This is an optimization exercise on Yosys and OpenROAD, whose aim is small area, not a production implementation.
Where RTL was checked, it was by simulation tests only, not by an equivalence proof against the original.
For run 1, only the layout was checked, not whether the RTL still works.
In runs 6 and 7 the design's own scripts or RTL, not TritonCTS, make the clock network.
The flow treats the clock pin as an ideal source. Dropping or thinning the clock tree relies on that and would not hold on a real chip.
Power is estimated from default activity; no workload was simulated.

**design/flow/config.mk**
```make
export PLATFORM = sky130hd
export DESIGN_NAME = SimpleSend
export DESIGN_NICKNAME = SimpleSend
export VERILOG_FILES = /design/flow/design.v
export SDC_FILE = /design/flow/constraint.sdc
export NUM_CORES = 4
export LEC_CHECK = 0
export CAP_MARGIN = 20
export CORE_MARGIN = 2
export CORE_UTILIZATION = 70
export CTS_BUF_LIST = sky130_fd_sc_hd__clkbuf_4
export CTS_CLUSTER_DIAMETER = 30
export CTS_CLUSTER_SIZE = 10
export SLEW_MARGIN = 20
```
**design/flow/constraint.sdc**
```tcl
create_clock -name core_clock -period 10.0 [get_ports {clk}]
set_input_delay 2.0000 -clock core_clock [delete_from_list [all_inputs] [get_ports {clk}]]
set_output_delay 2.0000 -clock core_clock [all_outputs]
set_load 0.01 [all_outputs]
```
**design/flow/design.v**
```verilog
module SimpleSend(dataOut,Ready2Go,Seg,Anode,Go,clk,reset);
  output dataOut, Ready2Go;
  output [0:6] Seg;
  output [3:0] Anode;
  input Go, clk, reset;
  reg        W;         
  reg [2:0]  P;         
  reg [15:0] C1;        
  reg        FL;        
  reg [2:0]  Lvl;       
  reg [13:0] L2;        
  reg [5:0]  U2;        
  reg [6:0]  DL;        
  reg [15:7] D;         
  reg [1:0]  Q;
  reg [2:0]  j;
  reg [1:0]  y;
  reg        h;
  reg [1:0]  kb;
  reg [6:0]  ph;
  reg [2:0]  rp;        
  reg [2:0]  col;       
  wire isL5  = Lvl[2] & !Lvl[1] & Lvl[0];
  wire isWIN = Lvl[2] & Lvl[1];
  wire Run   = !FL & !isWIN;
  reg [3:0] N;
  always @(*)
    case (Lvl)
      3'd0:    N = 4'd14;
      3'd1:    N = 4'd8;
      3'd2:    N = 4'd6;
      3'd3:    N = 4'd4;
      3'd4:    N = 4'd3;
      default: N = 4'd12;
    endcase
  wire [3:0] H = C1[15:12];
  wire n1 = !Lvl[0] & !isWIN;                       
  wire n0 = Lvl[2] & !Lvl[1] & !Lvl[0];             
  wire n3 = (!Lvl[1] & (!Lvl[2] | Lvl[0])) | isWIN;  
  wire n2 = Lvl[2] ? (Lvl[0] | Lvl[1]) : (Lvl[1] | !Lvl[0]);  
  wire top = (H[3] ~^ n3) & (H[2] ~^ n2) & (H[1] ~^ n1) & (H[0] ~^ n0);
  wire upd = Go | top;
  wire [2:0] Pi;
  Inc #(3) i_p (P, top & !Go & !W, Pi, );
  always @(posedge clk) begin
    if (reset || (upd && W && Run)) P <= 3'd0;
    else P <= Pi;
    W <= !reset & (W ? !(upd & Run) : (Go & P[1] & !P[0]));
  end
  wire [15:0] C1i;
  Inc #(16) i_c1 (C1, Run, C1i, );
  always @(posedge clk)
    if (reset || top) C1 <= 16'd0;
    else C1 <= C1i;
  wire fend = U2[5];
  wire nz2  = ~|L2[12:0];
  wire T2   = L2[13] & nz2;               
  always @(posedge clk)
    if (reset) L2 <= 14'd0;
    else L2 <= {L2[12:0], L2[13] ^ L2[12] ^ L2[11] ^ L2[1] ^ (nz2 & FL & !fend)};
  wire [5:0] U2i;
  Inc #(6) i_u2 (U2, T2, U2i, );
  always @(posedge clk)
    if (reset || fend) U2 <= 6'd0;
    else U2 <= U2i;
  wire [2:0] Lvli;
  Inc #(3) i_l (Lvl, (fend & W) | isL5, Lvli, );
  always @(posedge clk) begin
    if (reset || (fend && !W)) Lvl <= 3'd0;
    else Lvl <= Lvli;
    FL <= !reset & (FL ? !fend : (Run & !isL5 & Go));
  end
  wire off     = U2[1];                   
  wire Refresh = C1[12] | U2[0];
  wire idle  = (Q == 2'd0) & !ph[0];
  wire cin   = (Q != 2'd0) | ph[0] | Refresh;
  wire [6:0] phi;
  wire phc;
  Inc #(7) i_ph (ph, cin, phi, phc);
  wire [1:0] kbi;
  wire ckb;
  Inc #(2) i_kb (kb, phc, kbi, ckb);
  wire ch    = ckb & h;
  wire cy    = ch & y[1];           
  wire cj    = cy & j[2];           
  wire allDone = Q[1] & Q[0] & j[2] & kb[1] & kb[0] & ph[6] & ph[2];
  wire [1:0] Qi;
  Inc #(2) i_q (Q, cj, Qi, );
  wire [2:0] ji;
  Inc #(3) i_j (j, cy, ji, );
  always @(posedge clk)
    if (reset || allDone) begin
      Q <= 2'd0; j <= 3'd4; y <= 2'd2; h <= 1'b1; kb <= 2'd3; ph <= 7'd126;
    end else begin
      Q  <= Qi;
      ph <= phi;
      kb <= kbi;
      h  <= h ^ ckb;
      y  <= ch ? {y[0], !y[1] & !y[0]} : y;
      j  <= cj ? 3'd0 : ji;
    end
  reg [2:0] pos;
  always @(*)
    case (P)
      3'd0: pos = 3'd0;
      3'd1: pos = 3'd1;
      3'd2: pos = 3'd2;
      3'd3: pos = 3'd3;
      3'd4: pos = 3'd4;
      3'd5: pos = 3'd3;
      3'd6: pos = 3'd2;
      default: pos = 3'd1;
    endcase
  reg [2:0] lcol;
  always @(*)
    case (Lvl)
      3'd0: lcol = 3'b100;    
      3'd1: lcol = 3'b010;    
      3'd2: lcol = 3'b011;    
      3'd3: lcol = 3'b001;    
      3'd4: lcol = 3'b101;    
      default: lcol = 3'b000;
    endcase
  always @(posedge clk)
    if (Q == 2'd0) begin
      rp  <= (off || W) ? 3'd7 : pos;
      col <= off ? 3'b000 : lcol;
    end
  wire cx = col[2], cg = col[1], cb = col[0];
  wire isRed = (j == rp);
  wire isOff = j[1] & !j[0] & !(rp[2] & rp[1]);      
  wire G = cg | (cx & !cb & !kb[1] & kb[0]);
  wire R = cx & (!cb | (!kb[1] & !kb[0]));
  wire theBit = isRed ? y[0] : !isOff & (y[1] ? cb : y[0] ? R : G);
  wire lt36 = !ph[6] & !(ph[5] & (ph[4] | ph[3] | ph[2]));
  wire lt92 = !(ph[6] & (ph[5] | (ph[4] & ph[3] & ph[2])));
  assign dataOut  = !Q[1] & Q[0] & (theBit ? lt92 : lt36);
  assign Ready2Go = idle;
  wire nz7 = ~|DL[5:0];
  always @(posedge clk)
    if (reset) DL <= 7'd0;
    else DL <= {DL[5:0], DL[6] ^ DL[5] ^ nz7};
  wire [15:7] Di;
  Inc #(9) i_d (D, DL[6] & nz7, Di, );
  always @(posedge clk)
    if (reset) D <= 9'd0;
    else D <= Di;
  wire s1 = !D[9] & (D[8] ^ D[7]);
  wire s2 = (D[9] ^ D[8]) & (D[8] ~^ D[7]);
  wire s3 = D[9] & (D[8] ^ D[7]);
  wire l5 = Lvl[2] & (Lvl[1] | Lvl[0]);              
  wire blink = l5 & D[15];
  assign Anode = {1'b1, !s1 | blink, !s2 | blink, !s3 | blink};
  wire a = !D[8] & !D[9] & D[7];
  wire f14  = !Lvl[1] & (Lvl[2] ^ Lvl[0]);          
  wire f2   = !Lvl[2] & Lvl[1] & !Lvl[0];           
  wire f1x  = Lvl[2] | Lvl[0];                      
  wire f123 = !Lvl[2] & (Lvl[1] | Lvl[0]);          
  wire f01  = !Lvl[2] & !Lvl[1];                    
  wire g = D[8];
  assign Seg = {g | (a & f14), g | (a & l5), g | (a & f2), g | (a & f14), g | (a & f1x),
                g | (a & f123), !a | f01};
endmodule
module Inc #(parameter W = 8) (input [W-1:0] q, input ci, output [W-1:0] n, output co);
  wire [W:0] c;
  assign c[0] = ci;
  genvar i;
  generate for (i = 0; i < W; i = i + 1) begin : g
    assign n[i]   = q[i] ^ c[i];
    assign c[i+1] = q[i] & c[i];
  end endgenerate
  assign co = c[W];
endmodule
```
**design/flow/flow/run.sh**
```bash
#!/bin/bash
# The standard layout with three changes:
#  1. after the standard synthesis, the combinational logic (not the
#     flip-flops, which keep their instances, names and cells) is mapped again
#     with area-oriented ABC scripts, and the smallest result is kept;
#  2. the ports get the smallest buffer;
#  3. clock tree synthesis uses clkbuf_8 and inserts no dummy loads.
# Each tool's output goes to a log file of its own in this folder.
set -euo pipefail
here=$(pwd)
R=$here/orfs/results/$FLOW_PLATFORM/SimpleSend/base
LIB=$FLOW_HOME/platforms/$FLOW_PLATFORM/lib/sky130_fd_sc_hd__tt_025C_1v80.lib

bash standard.sh synth > 1_standard_synth.log 2>&1
cp "$R/1_2_yosys.v" "$here/standard_synth.v"

SEQ=$(grep -oE 'sky130_fd_sc_hd__[a-z0-9]*(df|dl)[a-z0-9_]*' standard_synth.v | sort -u | tr '\n' ' ')
DONTUSE=$(sed 's/^/-dont_use /' flow/dont_use.txt | tr '\n' ' ')
best=""; best_area=""
for s in a b c; do
  sed -e "s#@LIB@#$LIB#g" -e "s#@IN@#$here/standard_synth.v#" -e "s#@TOP@#$FLOW_TOP#g" \
      -e "s#@SEQ@#$SEQ#" -e "s#@SCRIPT@#$here/flow/map_$s.abc#" -e "s#@DONTUSE@#$DONTUSE#" \
      -e "s#@STAT@#$here/resyn_$s.stat#" -e "s#@OUT@#$here/resyn_$s.v#" flow/resyn.ys.in > resyn_$s.ys
  if yosys -s resyn_$s.ys > 2_resyn_$s.log 2>&1; then
    area=$(grep -oE 'Chip area for module .*: [0-9.]+' resyn_$s.stat | awk '{print $NF}')
    echo "script $s: area $area" >> 2_resyn_choice.log
    if [[ -z "$best" ]] || awk -v a="$area" -v b="$best_area" 'BEGIN{exit !(a<b)}'; then
      best=$s; best_area=$area
    fi
  fi
done
if [[ -n "$best" ]]; then
  echo "kept script $best ($best_area)" >> 2_resyn_choice.log
  cp "resyn_$best.v" "$R/1_2_yosys.v"
  touch "$R/1_2_yosys.v"
fi

bash standard.sh \
  BUFFER_PORTS_ARGS="-buffer_cell sky130_fd_sc_hd__buf_1" \
  CTS_ARGS="-sink_clustering_enable -repair_clock_nets -sink_clustering_size 30 -sink_clustering_max_diameter 80 -buf_list sky130_fd_sc_hd__clkbuf_8 -dont_use_dummy_load" \
  finish > 3_standard_layout.log 2>&1
```
**design/flow/flow/dont_use.txt**
```
sky130_fd_sc_hd__lpflow_bleeder_1
sky130_fd_sc_hd__lpflow_clkbufkapwr_1
sky130_fd_sc_hd__lpflow_clkbufkapwr_16
sky130_fd_sc_hd__lpflow_clkbufkapwr_2
sky130_fd_sc_hd__lpflow_clkbufkapwr_4
sky130_fd_sc_hd__lpflow_clkbufkapwr_8
sky130_fd_sc_hd__lpflow_clkinvkapwr_1
sky130_fd_sc_hd__lpflow_clkinvkapwr_16
sky130_fd_sc_hd__lpflow_clkinvkapwr_2
sky130_fd_sc_hd__lpflow_clkinvkapwr_4
sky130_fd_sc_hd__lpflow_clkinvkapwr_8
sky130_fd_sc_hd__lpflow_decapkapwr_12
sky130_fd_sc_hd__lpflow_decapkapwr_3
sky130_fd_sc_hd__lpflow_decapkapwr_4
sky130_fd_sc_hd__lpflow_decapkapwr_6
sky130_fd_sc_hd__lpflow_decapkapwr_8
sky130_fd_sc_hd__lpflow_inputiso0n_1
sky130_fd_sc_hd__lpflow_inputiso0p_1
sky130_fd_sc_hd__lpflow_inputiso1n_1
sky130_fd_sc_hd__lpflow_inputiso1p_1
sky130_fd_sc_hd__lpflow_inputisolatch_1
sky130_fd_sc_hd__lpflow_isobufsrc_1
sky130_fd_sc_hd__lpflow_isobufsrc_16
sky130_fd_sc_hd__lpflow_isobufsrc_2
sky130_fd_sc_hd__lpflow_isobufsrc_4
sky130_fd_sc_hd__lpflow_isobufsrc_8
sky130_fd_sc_hd__lpflow_isobufsrckapwr_16
sky130_fd_sc_hd__lpflow_lsbuf_lh_hl_isowell_tap_1
sky130_fd_sc_hd__lpflow_lsbuf_lh_hl_isowell_tap_2
sky130_fd_sc_hd__lpflow_lsbuf_lh_hl_isowell_tap_4
sky130_fd_sc_hd__lpflow_lsbuf_lh_isowell_4
sky130_fd_sc_hd__lpflow_lsbuf_lh_isowell_tap_1
sky130_fd_sc_hd__lpflow_lsbuf_lh_isowell_tap_2
sky130_fd_sc_hd__lpflow_lsbuf_lh_isowell_tap_4
sky130_fd_sc_hd__probe_p_8
sky130_fd_sc_hd__probec_p_8
```
**design/flow/flow/map_a.abc**
```
strash
dch -f
amap
topo
```
**design/flow/flow/map_b.abc**
```
strash
dch -f
map -a
mfs2
strash
dch -f
map -a
topo
```
**design/flow/flow/map_c.abc**
```
strash
&get -n
&st
&dch
&nf -a
&put
topo
```
**design/flow/flow/resyn.ys.in**
```
# Re-map the combinational logic of the standard synthesis for area.
# The flip-flops are kept as they are: same instances, names and cells.
read_liberty -ignore_miss_func @LIB@
read_verilog @IN@
hierarchy -top @TOP@
blackbox @SEQ@
flatten
delete t:$scopeinfo
hierarchy -top @TOP@
opt_clean -purge
abc -script @SCRIPT@ -liberty @LIB@ @DONTUSE@
opt_clean -purge
hilomap -singleton -hicell sky130_fd_sc_hd__conb_1 HI -locell sky130_fd_sc_hd__conb_1 LO
insbuf -buf sky130_fd_sc_hd__buf_1 A X
splitnets
opt_clean -purge
tee -o @STAT@ stat -liberty @LIB@
write_verilog -noattr -noexpr -nohex -nodec @OUT@
```
**design/flow/standard.sh**
```bash
#!/bin/bash
# synth_recipe.tcl (not shown) runs the flow's synth.tcl, then flattens the netlist and writes it again
# the make line also repeats each setting of config.mk as NAME=value (left out here)
make -C /OpenROAD-flow-scripts/flow DESIGN_CONFIG=/design/flow/config.mk WORK_HOME=/design/flow/orfs CLKGATE_MAP_FILE= SYNTH_SCRIPT=/design/flow/synth_recipe.tcl "${@:-finish}"
```
==> impl_metrics.env, run 1 <==
export IMPL_outcome="timing/DRC/antenna clean"
export IMPL_drt_total_wl_mm=5.98
export IMPL_rows=24
export IMPL_grt_max_degree=34
export IMPL_layout_drive_gt1_share_pct=2.63
export IMPL_rsz0062_at_grt="no"
export IMPL_gp_congestion=0.829
export IMPL_io_pins=16
export IMPL_clk_pin_slew_ns=0.08
export IMPL_finalCritPeriodShare_pct=38.8
export IMPL_die_y_um=72.3
export IMPL_r2r_start="Lvl[1]$_SDFF_PP0_"
export IMPL_fin_ws_ns=6.12
export IMPL_start_util_pct=74.0
export IMPL_dp_final_hpwl_mm=4.24
export IMPL_die_w_um=72.3
export IMPL_netlist_instances=395
export IMPL_drtAntennaViolNets=0
export IMPL_power_density_nw_per_um2=153
export IMPL_design_die_area_um2=5230
export IMPL_stdcell_count=470
export IMPL_final_max_slew_violation_count=0
export IMPL_dp_cells=461
export IMPL_root_buffer="clkbuf_8"
export IMPL_leakage_nw=1.28
export IMPL_finalPower_mw=0.538
export IMPL_grt_total_usage_pct=25.2
export IMPL_grt_pass1_vias=2524
export IMPL_r2r_slack_ns=7.04
export IMPL_setup_tns_ns=0
export IMPL_clk_latency_ns=0.36
export IMPL_nNetsFinal=423
export IMPL_critical_path_class="reg -> out"
export IMPL_dp_slack_ns=6.52
export IMPL_slew_headroom_pct=42.6
export IMPL_yosysWarnings=1
export IMPL_ctsResizeCount=0
export IMPL_cts_sinks=83
export IMPL_tightestPinTransition_ns=0.861
export IMPL_cts_tree="yes"
export IMPL_worst_path_most_repeated_cell="clkinv_1"
export IMPL_reg2regPathDepth=14
export IMPL_required_ns=8.00
export IMPL_vias=2686
export IMPL_r2r_end="C1[15]$_SDFF_PP0_"
export IMPL_clock_skew_ns=0.0255
export IMPL_min_period_ns=3.88
export IMPL_whs_endpoint="DL[2]$_SDFF_PP0_"
export IMPL_n_antenna_cell=0
export IMPL_port_buffer_count=14
export IMPL_drc_errors=0
export IMPL_overflow=0
export IMPL_slowest_stage="dfxtp_1"
export IMPL_worstHoldStart="DL[1]$_SDFF_PP0_"
export IMPL_drt_iter0_drc=102
export IMPL_ir_drop_mv=0.110
export IMPL_crit_path_cell_trace="clkinv_1 -> nor2_1 -> clkinv_1 -> o21ai_0 -> or2_0 -> buf_1"
export IMPL_setup_viol=0
export IMPL_crit_arrival_ns=1.88
export IMPL_vias_per_cell=5.71
export IMPL_postCtsSetupBuffers=0
export IMPL_antenna_found_initial=0
export IMPL_ctsHoldBuffers=0
export IMPL_first_pass_iters=5
export IMPL_grt_pass1_wl_mm=10.4
export IMPL_htreeDepth=3
export IMPL_cts_buffers=9
export IMPL_clock_path_buffers=2
export IMPL_syn_cell_area_um2=3270
export IMPL_area_growth_pct=7.62
export IMPL_min_path_type="reg -> reg"
export IMPL_start_kind="flop"
export IMPL_slowest_delay_ns=0.41
export IMPL_synth_area_per_cell_um2=8.27
export IMPL_fmax_ghz=0.257
export IMPL_post_drt_wl_per_cell_um=12.7
export IMPL_worst_path_max_fanout=9
export IMPL_end_kind="output port"
export IMPL_holdPathStages=2
export IMPL_finalHoldViolCount=0
export IMPL_fin_util_pct=79.7
export IMPL_drv_cap=0
export IMPL_synthesis_nets=398
export IMPL_startpoint="Lvl[2]$_SDFF_PP0_"
export IMPL_core_area_um2=4410
-- cell usage in the layout, fill, tap and decap left out, types with 2 or more instances in the layout --
cell type	count
dfxtp_1	77
nor2_1	74
clkinv_1	48
nor3_1	35
nand2_1	24
o21ai_0	24
a211oi_1	15
nor2b_1	14
buf_1	14
and3_1	13
a21oi_1	13
nand3_1	10
clkbuf_8	9
edfxtp_1	6
or2_0	4
a221oi_1	4
a31oi_1	3
and2_0	3
a41oi_1	2
nor4_1	2
a22oi_1	2
o21a_1	2
a2111oi_0	2
nor3b_1	2
buf_4	2
-- where the power goes --
| group | switching, mW | leakage, nW | internal (mW) | total, mW |
|---|---|---|---|---|
| sequential | 0.00199 | 0.692 | 0.337 | 0.339 |
| combinational | 0.0110 | 0.528 | 0.00547 | 0.0165 |
| clock | 0.102 | 0.0647 | 0.0805 | 0.182 |
-- worst max-delay path by stage --
| stage | end | slack [ns] |
|---|---|---|
| 4_1_cts | dataOut | 6.13 |
| 3_3_place_gp | dataOut | 6.54 |
| 6_report | Anode[0] | 6.12 |
| 2_1_floorplan | Seg[0] | 6.52 |
| 3_5_place_dp | C1[2]$_SDFF_PP0_ | 6.52 |
| 5_1_grt | Anode[0] | 5.87 |
-- cell type report --
type | count | area [µm²]
inverters | 48 | 180
well taps | 52 | 65.1
repair buffers | 16 | 67.6
multi-input cells | 262 | 1360
fillers | 300 | 897
clock buffers | 9 | 124
flip-flops and latches | 83 | 1720
-- worst max-delay path: cells and delay by family, from the launching register on --
kind | cells | cell delay, ns
compound gates | 1 | 0.22
buf+inv | 3 | 0.57
flops | 1 | 0.41
simple gates | 2 | 0.35
-- sequential cells by signal, summed over array words and instances, names as in the netlist, 2 cells and up --
signal / flops
C1: 16
D: 9
DL: 7
L2: 14
Lvl: 3
P: 3
Q: 2
U2: 6
col: 3
j: 3
kb: 2
ph: 7
rp: 3
y: 2
-- routing by layer --
layer	up-vias	global-route usage [%]	wire, µm
met5	-	0	0
met4	0	9.64	110
met3	19	7.92	282
met2	74	40.6	2750
met1	1190	31.8	2830
li1	1403	-	-
-- through the flow --
stage / cell area, µm² / hold WS [ns]
after floorplan: 3270 / 0.400
after global placement: 3390 / 0.407
after detailed placement: 3390 / 0.414
after CTS: 3520 / 0.426
after global routing: 3520 / 0.455
final: 3520 / 0.423
==> run 2, diff against run 1 <==
--- a/design/flow/design.v
+++ b/design/flow/design.v
@@ -8,9 +8,9 @@
   reg [15:0] C1;        
   reg        FL;        
   reg [2:0]  Lvl;       
-  reg [13:0] L2;        
+  reg [13:0] L2s;       
   reg [5:0]  U2;        
-  reg [6:0]  DL;        
+  reg [6:0]  DLs;       
   reg [15:7] D;         
   reg [1:0]  Q;
   reg [2:0]  j;
@@ -20,6 +20,10 @@
   reg [6:0]  ph;
   reg [2:0]  rp;        
   reg [2:0]  col;       
+  localparam [13:0] M14 = 14'b10101010101010;
+  localparam [6:0]  M7  = 7'b0101010;
+  wire [13:0] L2 = L2s ^ M14;
+  wire [6:0]  DL = DLs ^ M7;
   wire isL5  = Lvl[2] & !Lvl[1] & Lvl[0];
   wire isWIN = Lvl[2] & Lvl[1];
   wire Run   = !FL & !isWIN;
@@ -56,8 +60,8 @@
   wire nz2  = ~|L2[12:0];
   wire T2   = L2[13] & nz2;               
   always @(posedge clk)
-    if (reset) L2 <= 14'd0;
-    else L2 <= {L2[12:0], L2[13] ^ L2[12] ^ L2[11] ^ L2[1] ^ (nz2 & FL & !fend)};
+    if (reset) L2s <= M14;
+    else L2s <= {L2[12:0], L2[13] ^ L2[12] ^ L2[11] ^ L2[1] ^ (nz2 & FL & !fend)} ^ M14;
   wire [5:0] U2i;
   Inc #(6) i_u2 (U2, T2, U2i, );
   always @(posedge clk)
@@ -138,8 +142,8 @@
   assign Ready2Go = idle;
   wire nz7 = ~|DL[5:0];
   always @(posedge clk)
-    if (reset) DL <= 7'd0;
-    else DL <= {DL[5:0], DL[6] ^ DL[5] ^ nz7};
+    if (reset) DLs <= M7;
+    else DLs <= {DL[5:0], DL[6] ^ DL[5] ^ nz7} ^ M7;
   wire [15:7] Di;
   Inc #(9) i_d (D, DL[6] & nz7, Di, );
   always @(posedge clk)
==> run 2 against run 1 <==
  * Fmax up 1.7%
  * Global-route usage hardly changed
  * Critical path depth unchanged
  * Hold slack got worse by 0.048 ns
  * Utilization decreased by 0.85 points
  * Sequential power hardly changed
  * Clock power hardly changed
  * Sequential cell count did not move
  * Die area fell by 1.8%
  * Design area is 1.7% lower
  * Synthesized cell count down 11%
  * Non-clock buffer count is 1 lower
  * Critical endpoint unchanged
==> impl_metrics.env, run 2 <==
export IMPL_leakage_nw=1.30
export IMPL_synthesis_nets=356
export IMPL_slew_headroom_pct=44.4
export IMPL_cts_buffers=9
export IMPL_finalCritPeriodShare_pct=38.2
export IMPL_ir_drop_mv=0.111
export IMPL_regMostFlops="C1"
export IMPL_whs_endpoint="DLs[5]$_SDFF_PP1_"
export IMPL_post_drt_wl_per_cell_um=13.7
export IMPL_n_antenna_cell=0
export IMPL_end_kind="output port"
export IMPL_worst_path_max_fanout=13
export IMPL_nNetsFinal=380
export IMPL_min_path_type="reg -> reg"
export IMPL_gp_congestion=0.829
export IMPL_holdPathStages=1
export IMPL_ctsResizeCount=0
export IMPL_worstHoldStart="DLs[4]$_SDFF_PP0_"
export IMPL_grt_total_usage_pct=25.2
export IMPL_core_area_um2=4380
export IMPL_layout_drive_gt1_share_pct=2.93
export IMPL_crit_family="compound AO/OA/AOI/OAI gates"
export IMPL_design_die_area_um2=5140
export IMPL_crit_arrival_ns=1.82
export IMPL_syn_cell_area_um2=3210
export IMPL_grt_pass1_vias=2384
export IMPL_port_buffer_count=14
export IMPL_synth_area_per_cell_um2=9.08
export IMPL_mostFrequentLayoutCells="77 x dfxtp_1, 49 x nor2_1, 40 x nand2_1"
export IMPL_grt_max_degree=26
export IMPL_placed_area_um2=3320
export IMPL_clk_latency_ns=0.34
export IMPL_antenna_found_initial=0
export IMPL_first_pass_iters=5
export IMPL_postCtsSetupBuffers=0
export IMPL_cts_sinks=83
export IMPL_drv_cap=0
export IMPL_clock_path_buffers=2
export IMPL_reg2regPathDepth=6
export IMPL_vias=2511
export IMPL_rsz0062_at_grt="no"
export IMPL_rows=24
export IMPL_path_buf_inv=1
export IMPL_r2r_start="Lvl[1]$_SDFF_PP0_"
export IMPL_area_growth_pct=7.76
export IMPL_top_regs="C1 (16), L2s (14), D (9)"
export IMPL_final_max_slew_violation_count=0
export IMPL_dp_final_hpwl_mm=4.11
export IMPL_grt_pass1_wl_mm=10.2
export IMPL_clock_skew_ns=0.0197
export IMPL_power_density_nw_per_um2=156
export IMPL_fin_ws_ns=6.18
export IMPL_largest_reg_flops=16
export IMPL_netlist_instances=353
export IMPL_start_util_pct=73.1
export IMPL_slowest_stage="dfxtp_1"
export IMPL_finalHoldViolCount=0
export IMPL_setup_viol=0
export IMPL_required_ns=8.00
export IMPL_io_pins=16
export IMPL_holdWs_ns=0.374
export IMPL_setup_tns_ns=0
export IMPL_die_y_um=71.7
export IMPL_drc_errors=0
export IMPL_nFillCells=308
export IMPL_worst_path_most_repeated_cell="o21ai_0"
export IMPL_crit_path_cell_trace="o21ai_0 -> nand2b_1 -> o21ai_0 -> a21oi_1 -> nand2_1 -> buf_1"
export IMPL_vias_per_cell=5.88
export IMPL_yosysWarnings=1
export IMPL_drt_total_wl_mm=5.84
export IMPL_root_buffer="clkbuf_8"
export IMPL_ctsHoldBuffers=0
export IMPL_final_cell_area_um2=3460
export IMPL_outcome="timing/DRC/antenna clean"
export IMPL_critical_path_class="reg -> out"
export IMPL_cts_tree="yes"
export IMPL_die_w_um=71.7
export IMPL_r2r_end="C1[2]$_SDFF_PP0_"
export IMPL_htreeDepth=3
export IMPL_final_common_cell="dfxtp_1"
export IMPL_clk_pin_slew_ns=0.07
export IMPL_dp_slack_ns=6.33
export IMPL_drtAntennaViolNets=0
export IMPL_min_period_ns=3.82
export IMPL_drt_iter0_drc=107
export IMPL_r2r_slack_ns=7.15
export IMPL_tightestPinTransition_ns=0.822
export IMPL_fmax_ghz=0.262
export IMPL_start_kind="flop"
export IMPL_overflow=0
export IMPL_slowest_delay_ns=0.43
run 2: through the flow:
step / cells / utilization, % / total power, mW
5_1_grt: 427 / 78.8 / 0.559
4_1_cts: 427 / 78.7 / 0.541
6_report: 427 / 78.8 / 0.538
3_5_place_dp: 418 / 75.8 / 0.365
3_3_place_gp: 418 / 75.8 / 0.364
2_1_floorplan: 353 / - / 0.359
run 2: layout make-up:
type	instances	area [µm²]	area share, %
clock buffers	9	124	3.58
inverters	4	15.0	0.434
multi-input cells	264	1470	42.5
flip-flops and latches	83	1720	49.8
well taps	52	65.1	1.88
repair buffers	15	60.1	1.74
run 2: worst max-delay path by stage:
stage                            endpoint  slack, ns         startpoint  depth (start not counted)
final                            Anode[0]       6.18  Lvl[1]$_SDFF_PP0_                          6
after global routing             Anode[0]       5.97  Lvl[1]$_SDFF_PP0_                          6
after CTS                        Anode[0]       6.19  Lvl[1]$_SDFF_PP0_                          6
after detailed placement  j[1]$_SDFF_PP0_       6.33              reset                          5
after global placement    j[1]$_SDFF_PP0_       6.38              reset                          5
after floorplan                  Anode[2]       6.86  Lvl[1]$_SDFF_PP0_                          5
run 2: metal layers:
| layer | up-vias | GRT usage [%] | share of wire, % |
|---|---|---|---|
| met1 | 1163 | 30.6 | 47 |
| met2 | 47 | 42.0 | 48 |
| met5 | - | 0 | 0 |
| li1 | 1295 | - | - |
| met3 | 6 | 7.31 | 3.9 |
| met4 | 0 | 10.5 | 0.87 |
run 2: report_power, final:
| group | switching [mW] | internal [mW] | total (mW) |
|---|---|---|---|
| clock | 0.100 | 0.0806 | 0.181 |
| combinational | 0.0109 | 0.00598 | 0.0169 |
| sequential | 0.00263 | 0.338 | 0.340 |
| total | 0.114 | 0.424 | 0.538 |
==> run 3, diff against run 2 <==
--- a/design/flow/flow/run.sh
+++ b/design/flow/flow/run.sh
@@ -2,7 +2,8 @@
 # The standard layout with three changes:
 #  1. after the standard synthesis, the combinational logic (not the
 #     flip-flops, which keep their instances, names and cells) is mapped again
-#     with area-oriented ABC scripts, and the smallest result is kept;
+#     with area-oriented ABC scripts (run side by side), and the smallest
+#     result is kept;
 #  2. the ports get the smallest buffer;
 #  3. clock tree synthesis uses clkbuf_8 and inserts no dummy loads.
 # Each tool's output goes to a log file of its own in this folder.
@@ -17,16 +18,21 @@
 SEQ=$(grep -oE 'sky130_fd_sc_hd__[a-z0-9]*(df|dl)[a-z0-9_]*' standard_synth.v | sort -u | tr '\n' ' ')
 DONTUSE=$(sed 's/^/-dont_use /' flow/dont_use.txt | tr '\n' ' ')
 best=""; best_area=""
-for s in a b c; do
+scripts="a d e"
+for s in $scripts; do
   sed -e "s#@LIB@#$LIB#g" -e "s#@IN@#$here/standard_synth.v#" -e "s#@TOP@#$FLOW_TOP#g" \
       -e "s#@SEQ@#$SEQ#" -e "s#@SCRIPT@#$here/flow/map_$s.abc#" -e "s#@DONTUSE@#$DONTUSE#" \
       -e "s#@STAT@#$here/resyn_$s.stat#" -e "s#@OUT@#$here/resyn_$s.v#" flow/resyn.ys.in > resyn_$s.ys
-  if yosys -s resyn_$s.ys > 2_resyn_$s.log 2>&1; then
-    area=$(grep -oE 'Chip area for module .*: [0-9.]+' resyn_$s.stat | awk '{print $NF}')
-    echo "script $s: area $area" >> 2_resyn_choice.log
-    if [[ -z "$best" ]] || awk -v a="$area" -v b="$best_area" 'BEGIN{exit !(a<b)}'; then
-      best=$s; best_area=$area
-    fi
+  (yosys -s resyn_$s.ys > 2_resyn_$s.log 2>&1 || true) &
+done
+wait
+for s in $scripts; do
+  [[ -f resyn_$s.stat && -f resyn_$s.v ]] || continue
+  area=$(grep -oE 'Chip area for module .*: [0-9.]+' resyn_$s.stat | awk '{print $NF}')
+  [[ -n "$area" ]] || continue
+  echo "script $s: area $area" >> 2_resyn_choice.log
+  if [[ -z "$best" ]] || awk -v a="$area" -v b="$best_area" 'BEGIN{exit !(a<b)}'; then
+    best=$s; best_area=$area
   fi
 done
 if [[ -n "$best" ]]; then
==> design/flow/flow/map_d.abc (new file) <==
strash
&get -n
&deepsyn -T 90
&put
dch -f
amap
topo
==> design/flow/flow/map_e.abc (new file) <==
strash
&get -n
&deepsyn -T 90 -S 3
&put
dch -f
amap
mfs2
strash
dch -f
amap
topo
removed: design/flow/flow/map_b.abc
removed: design/flow/flow/map_c.abc
==> run 3 against run 2 <==
  * First-iteration DRC count rose by 55%
  * Still clean
  * Routed wire length decreased by 0.87%
  * Synthesized cell count grew 7.9%
  * Via count up 2.3%
  * Largest power group unchanged
  * Total power grew 1.1%
==> impl_metrics.env, run 3 <==
export IMPL_crit_family="buffers and inverters"
export IMPL_grt_util_met1_pct=30.9
export IMPL_finalHoldViolCount=0
export IMPL_nNetsFinal=408
export IMPL_dp_final_hpwl_mm=4.27
export IMPL_ctsResizeCount=0
export IMPL_r2r_start="Lvl[1]$_SDFF_PP0_"
export IMPL_nFillCells=299
export IMPL_mostFrequentLayoutCells="81 x nor2_1, 77 x dfxtp_1, 39 x clkinv_1"
export IMPL_setup_tns_ns=0
export IMPL_placed_area_um2=3280
export IMPL_start_kind="flop"
export IMPL_final_cell_area_um2=3400
export IMPL_whs_endpoint="L2s[3]$_SDFF_PP1_"
export IMPL_synthesis_nets=384
export IMPL_yosysWarnings=1
export IMPL_fin_ws_ns=5.99
export IMPL_drc_errors=0
export IMPL_die_y_um=71.2
export IMPL_n_antenna_cell=0
export IMPL_finalCritPeriodShare_pct=40.1
export IMPL_drt_iter0_drc=166
export IMPL_port_buffer_count=14
export IMPL_setup_viol=0
export IMPL_grt_total_usage_pct=24.5
export IMPL_io_pins=16
export IMPL_path_buf_inv=3
export IMPL_clk_latency_ns=0.35
export IMPL_power_density_nw_per_um2=160
export IMPL_vias_per_cell=5.65
export IMPL_grt_use_met2_pct=39.7
export IMPL_overflow=0
export IMPL_critical_path_class="reg -> out"
export IMPL_first_pass_iters=4
export IMPL_antenna_found_initial=0
export IMPL_drtAntennaViolNets=0
export IMPL_cp_depth=8
export IMPL_syn_cell_area_um2=3160
export IMPL_final_common_cell="nor2_1"
export IMPL_root_buffer="clkbuf_8"
export IMPL_final_max_slew_violation_count=0
export IMPL_grt_max_degree=23
export IMPL_largest_reg_flops=16
export IMPL_cts_tree="yes"
export IMPL_top_regs="C1 (16), L2s (14), D (9)"
export IMPL_gp_congestion=0.846
export IMPL_slowest_stage="dfxtp_1"
export IMPL_clock_path_buffers=2
export IMPL_htreeDepth=3
export IMPL_cts_sinks=83
export IMPL_design_die_area_um2=5070
export IMPL_post_drt_wl_per_cell_um=12.7
export IMPL_outcome="timing/DRC/antenna clean"
export IMPL_regMostFlops="C1"
export IMPL_dp_slack_ns=6.11
export IMPL_multi_input_comb_area_um2=1290
export IMPL_netlist_instances=381
export IMPL_slew_headroom_pct=41.0
export IMPL_dp_cells=446
export IMPL_r2r_slack_ns=7.01
export IMPL_r2r_end="C1[15]$_SDFF_PP0_"
export IMPL_crit_arrival_ns=2.01
export IMPL_holdPathStages=1
export IMPL_rows=24
export IMPL_rsz0062_at_grt="no"
export IMPL_fmax_ghz=0.249
export IMPL_busiest_layer="met2"
export IMPL_core_area_um2=4350
export IMPL_min_period_ns=4.01
export IMPL_worst_path_max_fanout=7
export IMPL_postCtsSetupBuffers=0
export IMPL_synth_area_per_cell_um2=8.30
export IMPL_die_w_um=71.2
export IMPL_ir_drop_mv=0.155
export IMPL_leakage_nw=1.29
export IMPL_regArea_um2=1720
export IMPL_crit_path_cell_trace="clkinv_1 -> nor2_1 -> clkinv_1 -> o22ai_1 -> nor2_1 -> a21oi_1 -> nand2_1 -> buf_1"
export IMPL_area_growth_pct=7.64
export IMPL_cts_buffers=9
export IMPL_tightestPinTransition_ns=0.885
export IMPL_worstHoldStart="L2s[2]$_SDFF_PP0_"
export IMPL_clock_skew_ns=0.0165
export IMPL_fin_util_pct=78.2
export IMPL_end_kind="output port"
export IMPL_ctsHoldBuffers=0
export IMPL_drv_cap=0
export IMPL_vias=2570
export IMPL_required_ns=8.00
export IMPL_layout_drive_gt1_share_pct=2.48
export IMPL_stdcell_count=455
export IMPL_clk_pin_slew_ns=0.08
export IMPL_grt_pass1_wl_mm=9.72
export IMPL_min_path_type="reg -> reg"
export IMPL_reg2regPathDepth=13
export IMPL_grt_pass1_vias=2292
export IMPL_start_util_pct=72.6
export IMPL_slowest_delay_ns=0.46
export IMPL_grt_use_met3_pct=4.84
export IMPL_drt_total_wl_mm=5.79
-- run 3: how the worst max path moves through the flow --
stage                      start                 to  slack (ns)
2_1_floorplan    D[7]$_SDFF_PP0_             Seg[5]        6.56
6_report       Lvl[2]$_SDFF_PP0_           Anode[1]        5.99
4_1_cts        Lvl[2]$_SDFF_PP0_           Anode[1]        6.02
3_5_place_dp               reset  y[1]$_SDFFE_PP1N_        6.11
5_1_grt        Lvl[2]$_SDFF_PP0_           Anode[1]        5.83
3_3_place_gp               reset  y[1]$_SDFFE_PP1N_        6.23
-- run 3: metal layers --
metal	share of wire [%]	routed length [µm]
met1	49	2850
met2	45	2610
met3	3.4	199
met4	2.3	132
met5	0	0
-- run 3: worst reg2reg max path, delay by kind of cell, from the launching register on --
| family | cells | cell delay [ns] |
|---|---|---|
| AND/OR/NAND/NOR | 11 | 1.86 |
| AO/OA/AOI/OAI | 2 | 0.59 |
| flip-flops | 1 | 0.40 |
-- run 3: cell type report --
cell class,instances,area share [%]
sequential,83,50.6
multi-input combinational,257,37.8
inverter,39,4.30
clock buffer,9,3.64
tap,52,1.91
timing repair buffer,15,1.76
-- run 3: power breakdown --
group / switching, mW / leakage [nW] / internal [mW] / total (mW)
clock network: 0.100 / 0.0647 / 0.0804 / 0.180
registers: 0.00394 / 0.693 / 0.340 / 0.344
logic: 0.0131 / 0.535 / 0.00638 / 0.0195
-- run 3: metrics by stage --
stage / power [mW] / hold slack, ns
global route: 0.558 / 0.383
finish: 0.544 / 0.376
global placement: 0.370 / 0.365
detailed placement: 0.371 / 0.365
floorplan: 0.364 / 0.353
CTS: 0.545 / 0.377
==> run 4, diff against run 3 <==
--- a/design/flow/flow/run.sh
+++ b/design/flow/flow/run.sh
@@ -43,5 +43,6 @@
 
 bash standard.sh \
   BUFFER_PORTS_ARGS="-buffer_cell sky130_fd_sc_hd__buf_1" \
-  CTS_ARGS="-sink_clustering_enable -repair_clock_nets -sink_clustering_size 30 -sink_clustering_max_diameter 80 -buf_list sky130_fd_sc_hd__clkbuf_8 -dont_use_dummy_load" \
+  CTS_ARGS="-sink_clustering_enable -repair_clock_nets -sink_clustering_size 10 -sink_clustering_max_diameter 30 -buf_list sky130_fd_sc_hd__clkbuf_4 -dont_use_dummy_load" \
+  POST_CTS_TCL="$here/flow/post_cts.tcl" \
   finish > 3_standard_layout.log 2>&1
==> design/flow/flow/post_cts.tcl (new file) <==
set n 0
foreach inst [get_cells *] {
  if {[get_property $inst ref_name] != "sky130_fd_sc_hd__clkbuf_4"} { continue }
  set out [get_pins -of_objects $inst -filter "direction == output"]
  set net [get_nets -of_objects $out]
  set fo [llength [get_pins -of_objects $net -filter "direction == input"]]
  if {$fo > 9} {
    replace_cell $inst sky130_fd_sc_hd__clkbuf_8
    incr n
  }
}
puts "post_cts: sized up $n clock buffers"
detailed_placement
check_placement -verbose
==> run 4 against run 3 <==
  * Worst setup slack lost 0.045 ns
  * Sequential power hardly changed
  * Design area fell by 0.92%
  * Sequential share of layout area is 0.47 points higher
  * Die area unchanged
  * Clock-buffer cell count unchanged
  * Non-clock buffer count unchanged
  * Hold slack worse by 0.018 ns
  * Utilization is 0.72 points lower
  * First-iteration DRC count down 1.2%
  * Area after synthesis is the same
  * Critical path type unchanged
  * Critical endpoint unchanged
==> impl_metrics.env, run 4 <==
export IMPL_slowest_delay_ns=0.46
export IMPL_clk_latency_ns=0.42
export IMPL_synth_area_per_cell_um2=8.30
export IMPL_seqPwrFrac_pct=66.5
export IMPL_crit_path_cell_trace="clkinv_1 -> nor2_1 -> clkinv_1 -> o22ai_1 -> nor2_1 -> a21oi_1 -> nand2_1 -> buf_1"
export IMPL_die_w_um=71.2
export IMPL_die_y_um=71.2
export IMPL_setup_viol=0
export IMPL_regMostFlops="C1"
export IMPL_drtAntennaViolNets=0
export IMPL_required_ns=8.00
export IMPL_yosysWarnings=1
export IMPL_finalHoldViolCount=0
export IMPL_grt_use_met2_pct=40.4
export IMPL_pwr_share_clk_pct=29.7
export IMPL_start_kind="flop"
export IMPL_finalPower_mw=0.517
export IMPL_critical_path_class="reg -> out"
export IMPL_tightestPinTransition_ns=0.894
export IMPL_antenna_found_initial=0
export IMPL_min_period_ns=4.06
export IMPL_vias_per_cell=5.69
export IMPL_slowest_stage="dfxtp_1"
export IMPL_holdWs_ns=0.358
export IMPL_syn_cell_area_um2=3160
export IMPL_design_die_area_um2=5070
export IMPL_largest_reg_flops=16
export IMPL_clock_skew_ns=0.0255
export IMPL_grt_util_met1_pct=31.2
export IMPL_mostFrequentLayoutCells="81 x nor2_1, 77 x dfxtp_1, 39 x clkinv_1"
export IMPL_fin_util_pct=77.4
export IMPL_setup_tns_ns=0
export IMPL_core_area_um2=4350
export IMPL_min_path_type="reg -> reg"
export IMPL_pwr_share_comb_pct=3.8
export IMPL_top_regs="C1 (16), L2s (14), D (9)"
export IMPL_clk_pin_slew_ns=0.10
export IMPL_busiest_layer="met2"
export IMPL_finalCritPeriodShare_pct=40.6
export IMPL_drv_cap=0
export IMPL_outcome="timing/DRC/antenna clean"
export IMPL_first_pass_iters=4
export IMPL_final_max_slew_violation_count=0
export IMPL_area_growth_pct=6.65
export IMPL_ir_drop_mv=0.141
export IMPL_switching_share_pct=21.7
export IMPL_overflow=0
export IMPL_rsz0062_at_grt="no"
export IMPL_grt_use_met3_pct=4.70
export IMPL_p_int_mw=0.405
export IMPL_n_antenna_cell=0
export IMPL_layout_drive_gt1_share_pct=2.48
export IMPL_drt_iter0_drc=164
export IMPL_dp_final_hpwl_mm=4.27
export IMPL_start_util_pct=72.6
export IMPL_p_sw_mw=0.112
export IMPL_leakage_nw=1.28
export IMPL_crit_arrival_ns=2.06
export IMPL_netlist_instances=381
export IMPL_cts_tree="yes"
export IMPL_crit_family="buffers and inverters"
export IMPL_dp_slack_ns=6.11
export IMPL_io_pins=16
export IMPL_fmax_ghz=0.246
export IMPL_rows=24
export IMPL_path_buf_inv=3
export IMPL_synthesis_nets=384
export IMPL_port_buffer_count=14
export IMPL_vias=2589
export IMPL_grt_pass1_vias=2298
export IMPL_final_common_cell="nor2_1"
export IMPL_gp_congestion=0.846
export IMPL_end_kind="output port"
export IMPL_fin_ws_ns=5.94
export IMPL_nNetsFinal=408
export IMPL_grt_total_usage_pct=24.6
export IMPL_grt_pass1_wl_mm=9.74
export IMPL_grt_max_degree=23
export IMPL_slew_headroom_pct=40.4
export IMPL_power_density_nw_per_um2=153
export IMPL_post_drt_wl_per_cell_um=12.7
export IMPL_drt_total_wl_mm=5.76
export IMPL_worst_path_max_fanout=7
export IMPL_drc_errors=0
export IMPL_cts_sinks=83
run 4: changes by cell type in the layout (fill, tap and decap cells not counted):
cell	before	now
clkbuf_8	9	4
clkbuf_4	0	5
run 4: power groups by stage:
| stage | Clock, mW | Combinational (mW) | Sequential, mW |
|---|---|---|---|
| floorplan | 0 | 0.0136 | 0.350 |
| finish | 0.154 | 0.0195 | 0.344 |
| global route | 0.166 | 0.0218 | 0.344 |
| detailed placement | 0 | 0.0196 | 0.352 |
| global placement | 0 | 0.0188 | 0.351 |
run 4: per-stage QoR:
stage,area [µm²],std cells
after floorplan,3160,381
after global placement,3280,446
after detailed placement,3280,446
after global routing,3370,455
final,3370,455
run 4: final timing paths:
kind	startpoint	end	slack, ns	cells after the start
worst min-delay path	L2s[10]$_SDFF_PP0_	L2s[11]$_SDFF_PP1_	0.36	1
worst max-delay path	Lvl[2]$_SDFF_PP0_	Anode[1]	5.94	8
worst max register to register	Lvl[1]$_SDFF_PP0_	C1[15]$_SDFF_PP0_	7.07	13
worst min register to register	L2s[10]$_SDFF_PP0_	L2s[11]$_SDFF_PP1_	0.36	1
run 4: final cells by class:
class                      count  area [µm²]
multi-input combinational    257        1290
tap                           52        65.1
sequential                    83        1720
fill                         302         982
clock buffer                   9        92.6
inverter                      39         146
timing repair buffer          15        60.1
run 4: worst reg2reg max path, cell delays in order, from the launching register on:
cell      delay (ns)
dfxtp_1         0.40
a21oi_1         0.38
and2_0          0.24
and3_1          0.22
and3_1          0.20
and3_1          0.21
and3_1          0.22
and3_1          0.21
nand2_1         0.10
nor2_1          0.18
nand2_1         0.12
nor2_1          0.14
nor2_1          0.05
a211oi_1        0.19
run 4: routing by layer:
metal	vias to the layer above	wire length, µm
met4	0	108
met1	1189	2830
met2	36	2670
met5	-	0
li1	1353	-
met3	11	144
==> run 5, diff against run 4 <==
--- a/design/flow/flow/run.sh
+++ b/design/flow/flow/run.sh
@@ -5,7 +5,8 @@
 #     with area-oriented ABC scripts (run side by side), and the smallest
 #     result is kept;
 #  2. the ports get the smallest buffer;
-#  3. clock tree synthesis uses clkbuf_8 and inserts no dummy loads.
+#  3. the clock tree is rebuilt as a single level of clkbuf_16 buffers
+#     (flow/post_cts.tcl).
 # Each tool's output goes to a log file of its own in this folder.
 set -euo pipefail
 here=$(pwd)
==> design/flow/flow/post_cts.tcl (replaced) <==
# Rebuild the clock tree that clock tree synthesis made as one level of
# NCLUSTERS clkbuf_16 buffers: the flip-flops are split into NCLUSTERS groups
# of equal size by position, each group is driven by one buffer placed at its
# centre, and the clock port drives the buffers.
set ncl 2
set block [ord::get_db_block]
set root [[$block findBTerm clk] getNet]

set sinks {}
set bufs {}
proc walk {net} {
  global sinks bufs
  foreach it [$net getITerms] {
    if {[$it getIoType] != "INPUT"} { continue }
    set inst [$it getInst]
    set m [[$inst getMaster] getName]
    if {[string match "sky130_fd_sc_hd__clkbuf_*" $m] || [string match "sky130_fd_sc_hd__clkinv_*" $m]} {
      lappend bufs $inst
      walk [[$inst findITerm X] getNet]
    } else {
      lappend sinks $it
    }
  }
}
walk $root
puts "post_cts: [llength $sinks] clock sinks behind [llength $bufs] buffers"

# take the old tree apart
foreach it $sinks { $it disconnect }
foreach b $bufs {
  set onet [[$b findITerm X] getNet]
  odb::dbInst_destroy $b
  if {$onet != "NULL" && [llength [$onet getITerms]] == 0 && [llength [$onet getBTerms]] == 0} {
    odb::dbNet_destroy $onet
  }
}

# split the sinks into groups of equal size: along x for two groups
set pts {}
foreach it $sinks {
  set bb [[$it getInst] getBBox]
  lappend pts [list [expr {([$bb xMin] + [$bb xMax]) / 2}] [expr {([$bb yMin] + [$bb yMax]) / 2}] $it]
}
set pts [lsort -integer -index 0 $pts]
set n [llength $pts]
set master [[ord::get_db] findMaster sky130_fd_sc_hd__clkbuf_16]
for {set g 0} {$g < $ncl} {incr g} {
  set lo [expr {$g * $n / $ncl}]
  set hi [expr {($g + 1) * $n / $ncl - 1}]
  set grp [lrange $pts $lo $hi]
  set sx 0; set sy 0
  foreach p $grp { incr sx [lindex $p 0]; incr sy [lindex $p 1] }
  set cx [expr {$sx / [llength $grp]}]
  set cy [expr {$sy / [llength $grp]}]
  set inst [odb::dbInst_create $block $master "clkbuf_manual_$g"]
  $inst setLocation $cx $cy
  $inst setPlacementStatus PLACED
  set net [odb::dbNet_create $block "clknet_manual_$g"]
  $net setSigType CLOCK
  [$inst findITerm A] connect $root
  [$inst findITerm X] connect $net
  foreach p $grp { [lindex $p 2] connect $net }
  puts "post_cts: buffer $g drives [llength $grp] sinks from ($cx, $cy)"
}
detailed_placement
check_placement -verbose
estimate_parasitics -placement
report_clock_skew
==> run 5 against run 4 <==
  * The run now fails in clock tree synthesis (4_1_cts)
  * Synthesized cell count is the same
  * Area after synthesis unchanged
==> impl_metrics.env, run 5 <==
export IMPL_start_util_pct=72.6
export IMPL_synthesis_nets=384
export IMPL_rows=24
export IMPL_die_w_um=71.2
export IMPL_outcome="did not finish"
export IMPL_error="Error: cts.tcl, 90 divide by zero"
export IMPL_dp_final_hpwl_mm=4.27
export IMPL_io_pins=16
export IMPL_dp_slack_ns=6.11
export IMPL_yosysWarnings=1
export IMPL_synth_area_per_cell_um2=8.30
export IMPL_netlist_instances=381
export IMPL_die_y_um=71.2
export IMPL_lastStage="clock tree synthesis (4_1_cts)"
export IMPL_syn_cell_area_um2=3160
export IMPL_gp_congestion=0.846
export IMPL_port_buffer_count=14
run 5: metrics by stage:
step / hold WS [ns] / area, µm² / power [mW] / utilization (%) / cells
after floorplan: 0.353 / 3160 / 0.364 / - / 381
after global placement: 0.365 / 3280 / 0.370 / 75.3 / 446
after detailed placement: 0.365 / 3280 / 0.371 / 75.3 / 446
run 5: worst max path at each step:
stage	cells after the start	start	slack (ns)	end
after detailed placement	7	reset	6.11	y[1]$_SDFFE_PP1N_
after floorplan	4	D[7]$_SDFF_PP0_	6.56	Seg[5]
after global placement	7	reset	6.23	y[1]$_SDFFE_PP1N_
run 5: power by group through the flow:
stage	registers, mW	clock network (mW)	logic [mW]
3_5_place_dp	0.352	0	0.0196
2_1_floorplan	0.350	0	0.0136
3_3_place_gp	0.351	0	0.0188
==> run 6, diff against run 5 <==
--- a/design/flow/flow/post_cts.tcl
+++ b/design/flow/flow/post_cts.tcl
@@ -1,28 +1,31 @@
 # Rebuild the clock tree that clock tree synthesis made as one level of
-# NCLUSTERS clkbuf_16 buffers: the flip-flops are split into NCLUSTERS groups
-# of equal size by position, each group is driven by one buffer placed at its
+# NCLUSTERS buffers: the flip-flops are split into NCLUSTERS groups of equal
+# size by position, each group is driven by one buffer placed at its
 # centre, and the clock port drives the buffers.
-set ncl 2
+if {![info exists ::cts_ncl]} { set ::cts_ncl 3 }
+if {![info exists ::cts_buf]} { set ::cts_buf sky130_fd_sc_hd__clkbuf_16 }
+set ncl $::cts_ncl
 set block [ord::get_db_block]
 set root [[$block findBTerm clk] getNet]
 
-set sinks {}
-set bufs {}
+set ::cts_sinks {}
+set ::cts_bufs {}
 proc walk {net} {
-  global sinks bufs
   foreach it [$net getITerms] {
     if {[$it getIoType] != "INPUT"} { continue }
     set inst [$it getInst]
     set m [[$inst getMaster] getName]
     if {[string match "sky130_fd_sc_hd__clkbuf_*" $m] || [string match "sky130_fd_sc_hd__clkinv_*" $m]} {
-      lappend bufs $inst
+      lappend ::cts_bufs $inst
       walk [[$inst findITerm X] getNet]
     } else {
-      lappend sinks $it
+      lappend ::cts_sinks $it
     }
   }
 }
 walk $root
+set sinks $::cts_sinks
+set bufs $::cts_bufs
 puts "post_cts: [llength $sinks] clock sinks behind [llength $bufs] buffers"
 
 # take the old tree apart
@@ -41,13 +44,29 @@
   set bb [[$it getInst] getBBox]
   lappend pts [list [expr {([$bb xMin] + [$bb xMax]) / 2}] [expr {([$bb yMin] + [$bb yMax]) / 2}] $it]
 }
+# groups: two halves along x, each cut along y into ncl/2 parts (ncl even),
+# or ncl strips along x (ncl odd)
 set pts [lsort -integer -index 0 $pts]
 set n [llength $pts]
-set master [[ord::get_db] findMaster sky130_fd_sc_hd__clkbuf_16]
-for {set g 0} {$g < $ncl} {incr g} {
-  set lo [expr {$g * $n / $ncl}]
-  set hi [expr {($g + 1) * $n / $ncl - 1}]
-  set grp [lrange $pts $lo $hi]
+set groups {}
+if {$ncl % 2 == 0} {
+  set halves [list [lrange $pts 0 [expr {$n / 2 - 1}]] [lrange $pts [expr {$n / 2}] end]]
+  foreach h $halves {
+    set h [lsort -integer -index 1 $h]
+    set m [llength $h]
+    set k [expr {$ncl / 2}]
+    for {set g 0} {$g < $k} {incr g} {
+      lappend groups [lrange $h [expr {$g * $m / $k}] [expr {($g + 1) * $m / $k - 1}]]
+    }
+  }
+} else {
+  for {set g 0} {$g < $ncl} {incr g} {
+    lappend groups [lrange $pts [expr {$g * $n / $ncl}] [expr {($g + 1) * $n / $ncl - 1}]]
+  }
+}
+set master [[ord::get_db] findMaster $::cts_buf]
+set g 0
+foreach grp $groups {
   set sx 0; set sy 0
   foreach p $grp { incr sx [lindex $p 0]; incr sy [lindex $p 1] }
   set cx [expr {$sx / [llength $grp]}]
@@ -61,6 +80,7 @@
   [$inst findITerm X] connect $net
   foreach p $grp { [lindex $p 2] connect $net }
   puts "post_cts: buffer $g drives [llength $grp] sinks from ($cx, $cy)"
+  incr g
 }
 detailed_placement
 check_placement -verbose
==> run 6 against run 5 <==
  * The run now finishes clean
  * Area after synthesis rose by 0.20%
  * Synthesized cell count grew 2.1%
==> impl_metrics.env, run 6 <==
export IMPL_start_kind="flop"
export IMPL_n_antenna_cell=0
export IMPL_port_buffer_count=14
export IMPL_min_period_ns=3.85
export IMPL_die_y_um=71.3
export IMPL_cts_sinks=83
export IMPL_grt_max_degree=29
export IMPL_fin_ws_ns=6.15
export IMPL_tightestPinTransition_ns=0.800
export IMPL_final_max_slew_violation_count=0
export IMPL_required_ns=8.00
export IMPL_end_kind="output port"
export IMPL_clk_latency_ns=0.16
export IMPL_power_density_nw_per_um2=148
export IMPL_placed_area_um2=3290
export IMPL_start_util_pct=72.8
export IMPL_rows=24
export IMPL_grt_use_met2_pct=43.7
export IMPL_critical_path_class="reg -> out"
export IMPL_synthesis_nets=392
export IMPL_die_w_um=71.3
export IMPL_area_growth_pct=6.08
export IMPL_vias_per_cell=5.61
export IMPL_dp_final_hpwl_mm=4.26
export IMPL_setup_viol=0
export IMPL_design_die_area_um2=5080
export IMPL_drtAntennaViolNets=0
export IMPL_grt_util_met1_pct=30.6
export IMPL_clock_skew_ns=0.00589
export IMPL_top_regs="C1 (16), L2s (14), D (9)"
export IMPL_drt_total_wl_mm=5.67
export IMPL_dp_slack_ns=6.06
export IMPL_r2r_slack_ns=7.04
export IMPL_layout_drive_gt1_share_pct=0.988
export IMPL_setup_tns_ns=0
export IMPL_fin_util_pct=77.2
export IMPL_crit_arrival_ns=1.85
export IMPL_drt_iter0_drc=78
export IMPL_antenna_found_initial=0
export IMPL_clk_pin_slew_ns=0.10
export IMPL_io_pins=16
export IMPL_finalPower_mw=0.498
export IMPL_synth_area_per_cell_um2=8.14
export IMPL_holdWs_ns=0.390
export IMPL_fmax_ghz=0.260
export IMPL_final_cell_area_um2=3360
export IMPL_nFillCells=341
export IMPL_stdcell_count=457
export IMPL_busiest_layer="met2"
export IMPL_regMostFlops="C1"
export IMPL_grt_pass1_vias=2488
export IMPL_nNetsFinal=411
export IMPL_min_path_type="reg -> reg"
export IMPL_core_area_um2=4350
export IMPL_drv_cap=0
export IMPL_syn_cell_area_um2=3170
export IMPL_vias=2566
export IMPL_worst_path_max_fanout=5
export IMPL_leakage_nw=1.25
export IMPL_outcome="timing/DRC/antenna clean"
export IMPL_first_pass_iters=4
export IMPL_gp_congestion=0.871
export IMPL_slew_headroom_pct=46.7
export IMPL_rsz0062_at_grt="no"
export IMPL_final_common_cell="nor2_1"
export IMPL_grt_use_met3_pct=4.64
export IMPL_largest_reg_flops=16
export IMPL_ir_drop_mv=0.147
export IMPL_grt_total_usage_pct=24.3
export IMPL_finalHoldViolCount=0
export IMPL_grt_pass1_wl_mm=10.1
export IMPL_overflow=0
export IMPL_finalCritPeriodShare_pct=38.5
export IMPL_netlist_instances=389
export IMPL_yosysWarnings=1
export IMPL_dp_cells=454
export IMPL_mostFrequentLayoutCells="90 x nor2_1, 77 x dfxtp_1, 43 x clkinv_1"
export IMPL_post_drt_wl_per_cell_um=12.4
export IMPL_drc_errors=0
[run 6: layout make-up]
type | count | area, µm² | share of cell area (%)
multi-input cells | 261 | 1280 | 38.0
plain buffers | 3 | 75.1 | 2.23
flip-flops and latches | 83 | 1720 | 51.2
inverters | 43 | 161 | 4.80
repair buffers | 15 | 60.1 | 1.79
well taps | 52 | 65.1 | 1.94
[run 6: per-layer routing]
metal | share of wire (%) | wire [µm] | up-vias
met5 | 0 | 0 | -
met1 | 47 | 2640 | 1177
met3 | 2.4 | 137 | 2
met2 | 50 | 2860 | 27
li1 | - | - | 1360
met4 | 0.51 | 29 | 0
[run 6: critical path, stage by stage, from the launching register on]
cell      delay, ns
dfxtp_1        0.36
o21a_1         0.19
nor3b_1        0.19
a211oi_1       0.08
or4_1          0.53
a31oi_1        0.17
buf_1          0.17
[run 6: where the power goes]
| group | total, mW | switching [mW] | internal [mW] |
|---|---|---|---|
| Combinational | 0.0218 | 0.0144 | 0.00736 |
| Sequential | 0.344 | 0.00373 | 0.340 |
| Clock | 0.132 | 0.0769 | 0.0553 |
[run 6: worst paths after layout]
| kind | startpoint | depth (start not counted) | end |
|---|---|---|---|
| setup / recovery | kb[0]$_SDFF_PP1_ | 6 | dataOut |
| hold / removal | L2s[6]$_SDFF_PP0_ | 1 | L2s[7]$_SDFF_PP1_ |
| setup reg to reg | Lvl[2]$_SDFF_PP0_ | 13 | C1[15]$_SDFF_PP0_ |
| hold reg to reg | L2s[6]$_SDFF_PP0_ | 1 | L2s[7]$_SDFF_PP1_ |
==> run 7, diff against run 6 <==
--- a/design/flow/flow/run.sh
+++ b/design/flow/flow/run.sh
@@ -19,7 +19,7 @@
 SEQ=$(grep -oE 'sky130_fd_sc_hd__[a-z0-9]*(df|dl)[a-z0-9_]*' standard_synth.v | sort -u | tr '\n' ' ')
 DONTUSE=$(sed 's/^/-dont_use /' flow/dont_use.txt | tr '\n' ' ')
 best=""; best_area=""
-scripts="a d e"
+scripts="a d e f g"
 for s in $scripts; do
   sed -e "s#@LIB@#$LIB#g" -e "s#@IN@#$here/standard_synth.v#" -e "s#@TOP@#$FLOW_TOP#g" \
       -e "s#@SEQ@#$SEQ#" -e "s#@SCRIPT@#$here/flow/map_$s.abc#" -e "s#@DONTUSE@#$DONTUSE#" \
==> design/flow/flow/map_f.abc (new file) <==
strash
&get -n
&deepsyn -T 90 -S 7
&put
dch -f
amap
topo
==> design/flow/flow/map_g.abc (new file) <==
strash
&get -n
&deepsyn -T 90 -S 11
&put
dch -f
amap
mfs2
strash
dch -f
amap
topo
==> run 7 against run 6 <==
  * Critical path depth unchanged
  * Final cell count down 2.8%
  * Hold slack worse by 0.0037 ns
  * Utilization decreased by 0.57 points
  * First-iteration DRC count is 130% higher
  * Fmax decreased by 13%
  * Largest cell class unchanged
  * Global-route usage increased by 0.88 points
  * Largest power group unchanged
  * Worst setup slack worse by 0.57 ns
  * Via count up 0.51%
  * Synthesized cell count down 3.1%
  * Routed wire length up 2.6%
==> impl_metrics.env, run 7 <==
export IMPL_outcome="timing/DRC/antenna clean"
export IMPL_reg2regPathDepth=15
export IMPL_rsz0062_at_grt="no"
export IMPL_core_area_um2=4350
export IMPL_grt_total_usage_pct=25.2
export IMPL_clk_pin_slew_ns=0.10
export IMPL_area_growth_pct=5.88
export IMPL_min_period_ns=4.42
export IMPL_setup_viol=0
export IMPL_crit_arrival_ns=4.52
export IMPL_min_path_type="reg -> reg"
export IMPL_drt_iter0_drc=179
export IMPL_holdWs_ns=0.386
export IMPL_mostFrequentLayoutCells="85 x nor2_1, 77 x dfxtp_1, 35 x clkinv_1"
export IMPL_cts_sinks=83
export IMPL_start_kind="input pin"
export IMPL_overflow=0
export IMPL_finalCritPeriodShare_pct=44.2
export IMPL_dp_slack_ns=5.41
export IMPL_regMostFlops="C1"
export IMPL_post_drt_wl_per_cell_um=13.1
export IMPL_yosysWarnings=1
export IMPL_ir_drop_mv=0.170
export IMPL_r2r_slack_ns=6.88
export IMPL_drtAntennaViolNets=0
export IMPL_placed_area_um2=3260
export IMPL_final_cell_area_um2=3340
export IMPL_rows=24
export IMPL_design_die_area_um2=5050
export IMPL_nFillCells=307
export IMPL_clock_skew_ns=0.00950
export IMPL_slew_headroom_pct=44.3
export IMPL_grt_max_degree=29
export IMPL_die_y_um=71.1
export IMPL_syn_cell_area_um2=3150
export IMPL_clk_latency_ns=0.16
export IMPL_drv_cap=0
export IMPL_drc_errors=0
export IMPL_start_util_pct=72.4
export IMPL_netlist_instances=377
export IMPL_tightestPinTransition_ns=0.836
export IMPL_vias=2579
export IMPL_worstHoldStart="L2s[10]$_SDFF_PP0_"
export IMPL_leakage_nw=1.22
export IMPL_finalHoldViolCount=0
export IMPL_dp_final_hpwl_mm=4.48
export IMPL_io_pins=16
export IMPL_top_regs="C1 (16), L2s (14), D (9)"
export IMPL_synthesis_nets=380
export IMPL_worst_path_max_fanout=21
export IMPL_antenna_found_initial=0
export IMPL_whs_endpoint="L2s[11]$_SDFF_PP1_"
export IMPL_critical_path_class="in -> reg"
export IMPL_r2r_end="C1[15]$_SDFF_PP0_"
export IMPL_n_antenna_cell=0
export IMPL_end_kind="flop"
export IMPL_fmax_ghz=0.226
export IMPL_grt_pass1_wl_mm=10.4
export IMPL_vias_per_cell=5.81
export IMPL_synth_area_per_cell_um2=8.36
export IMPL_largest_reg_flops=16
export IMPL_power_density_nw_per_um2=145
export IMPL_final_common_cell="nor2_1"
export IMPL_setup_tns_ns=0
export IMPL_fin_ws_ns=5.58
export IMPL_drt_total_wl_mm=5.82
export IMPL_required_ns=10.10
export IMPL_gp_congestion=0.832
export IMPL_holdPathStages=1
export IMPL_die_w_um=71.1
export IMPL_layout_drive_gt1_share_pct=0.765
export IMPL_first_pass_iters=4
export IMPL_nNetsFinal=398
export IMPL_r2r_start="Lvl[2]$_SDFF_PP0_"
export IMPL_grt_pass1_vias=2482
export IMPL_port_buffer_count=14
export IMPL_final_max_slew_violation_count=0
run 7: final cells by class:
cell class	count	area (µm²)	area share [%]
Sequential cell	83	1720	51.6
Multi-Input combinational cell	257	1290	38.7
Inverter	35	131	3.94
Buffer	3	75.1	2.25
Tap cell	52	65.1	1.95
Timing Repair Buffer	14	52.6	1.58
run 7: stage by stage:
stage | cells | power (mW) | utilization (%)
floorplan | 377 | 0.356 | -
global placement | 441 | 0.360 | 74.9
detailed placement | 441 | 0.361 | 74.9
global route | 444 | 0.501 | 76.6
finish | 444 | 0.485 | 76.6
run 7: routing by layer:
| layer | global-route usage (%) | up-vias | part of all wire [%] |
|---|---|---|---|
| met1 | 29.9 | 1188 | 45 |
| li1 | - | 1341 | - |
| met2 | 46.5 | 39 | 51 |
| met3 | 3.70 | 11 | 2.2 |
| met4 | 8.18 | 0 | 1.8 |
| met5 | 0 | - | 0 |
run 7: worst max-delay path by stage:
stage                              startpoint                 to  depth (start not counted)
final                                   reset  y[1]$_SDFFE_PP1N_                          6
after global placement                  reset    P[2]$_SDFF_PP0_                          6
after detailed placement                reset  y[1]$_SDFFE_PP1N_                          6
after global routing                    reset  y[1]$_SDFFE_PP1N_                          6
after floorplan           rp[2]$_SDFFCE_PP1P_            dataOut                          7
run 7: report_power, final:
group	switching, mW	internal, mW
sequential	0.00188	0.337
combinational	0.00999	0.00443
clock	0.0760	0.0553
total	0.0878	0.397
run 7: worst max-delay path, stage by stage:
cell,delay [ns]
buf_1,0.61
clkinv_1,0.73
o41ai_1,0.36
clkinv_1,0.46
o21ai_0,0.21
o21bai_1,0.13

-- re-timing with driven ports --
The flow's constraints put no driver on any port. The routed layouts listed below were extracted and timed again, unchanged, in two steps. Step 1 (the two cells are an assumption about what drives the block):
set clk [get_ports {clk}]
set_driving_cell -lib_cell sky130_fd_sc_hd__clkbuf_16 $clk
set_driving_cell -lib_cell sky130_fd_sc_hd__buf_2 [delete_from_list [all_inputs] $clk]
Step 2 times the ports against the registers' clock, not the clock port: input delays grow and output delays shrink by t, the midpoint of the rising clock arrivals with the driver on. Slacks: ideal / step 1 / step 2; pairs: ideal / step 1.
run	t (ns)	slack for setup (ns)	worst setup path after step 2	clock arrival spread, ns	slew at the worst register clock pin (ns)
run 1	0.368	6.115 / 6.090 / 6.458	register to output	0.027 / 0.027	0.09 / 0.09
run 2	0.359	6.182 / 6.155 / 6.514	register to output	0.020 / 0.020	0.08 / 0.08
run 3	0.375	5.986 / 5.956 / 6.109	input to register	0.017 / 0.016	0.08 / 0.08
run 4	0.430	5.941 / 5.912 / 6.106	input to register	0.028 / 0.029	0.10 / 0.10
run 6	0.217	6.148 / 6.089 / 6.048	input to register	0.006 / 0.006	0.10 / 0.10
run 7	0.218	5.579 / 5.614 / 5.396	input to register	0.010 / 0.010	0.10 / 0.10
After both steps every run listed still meets setup and hold. The setup slack of run 7, which loses most, moves by +0.035 ns with the drivers and by -0.183 ns with both steps.
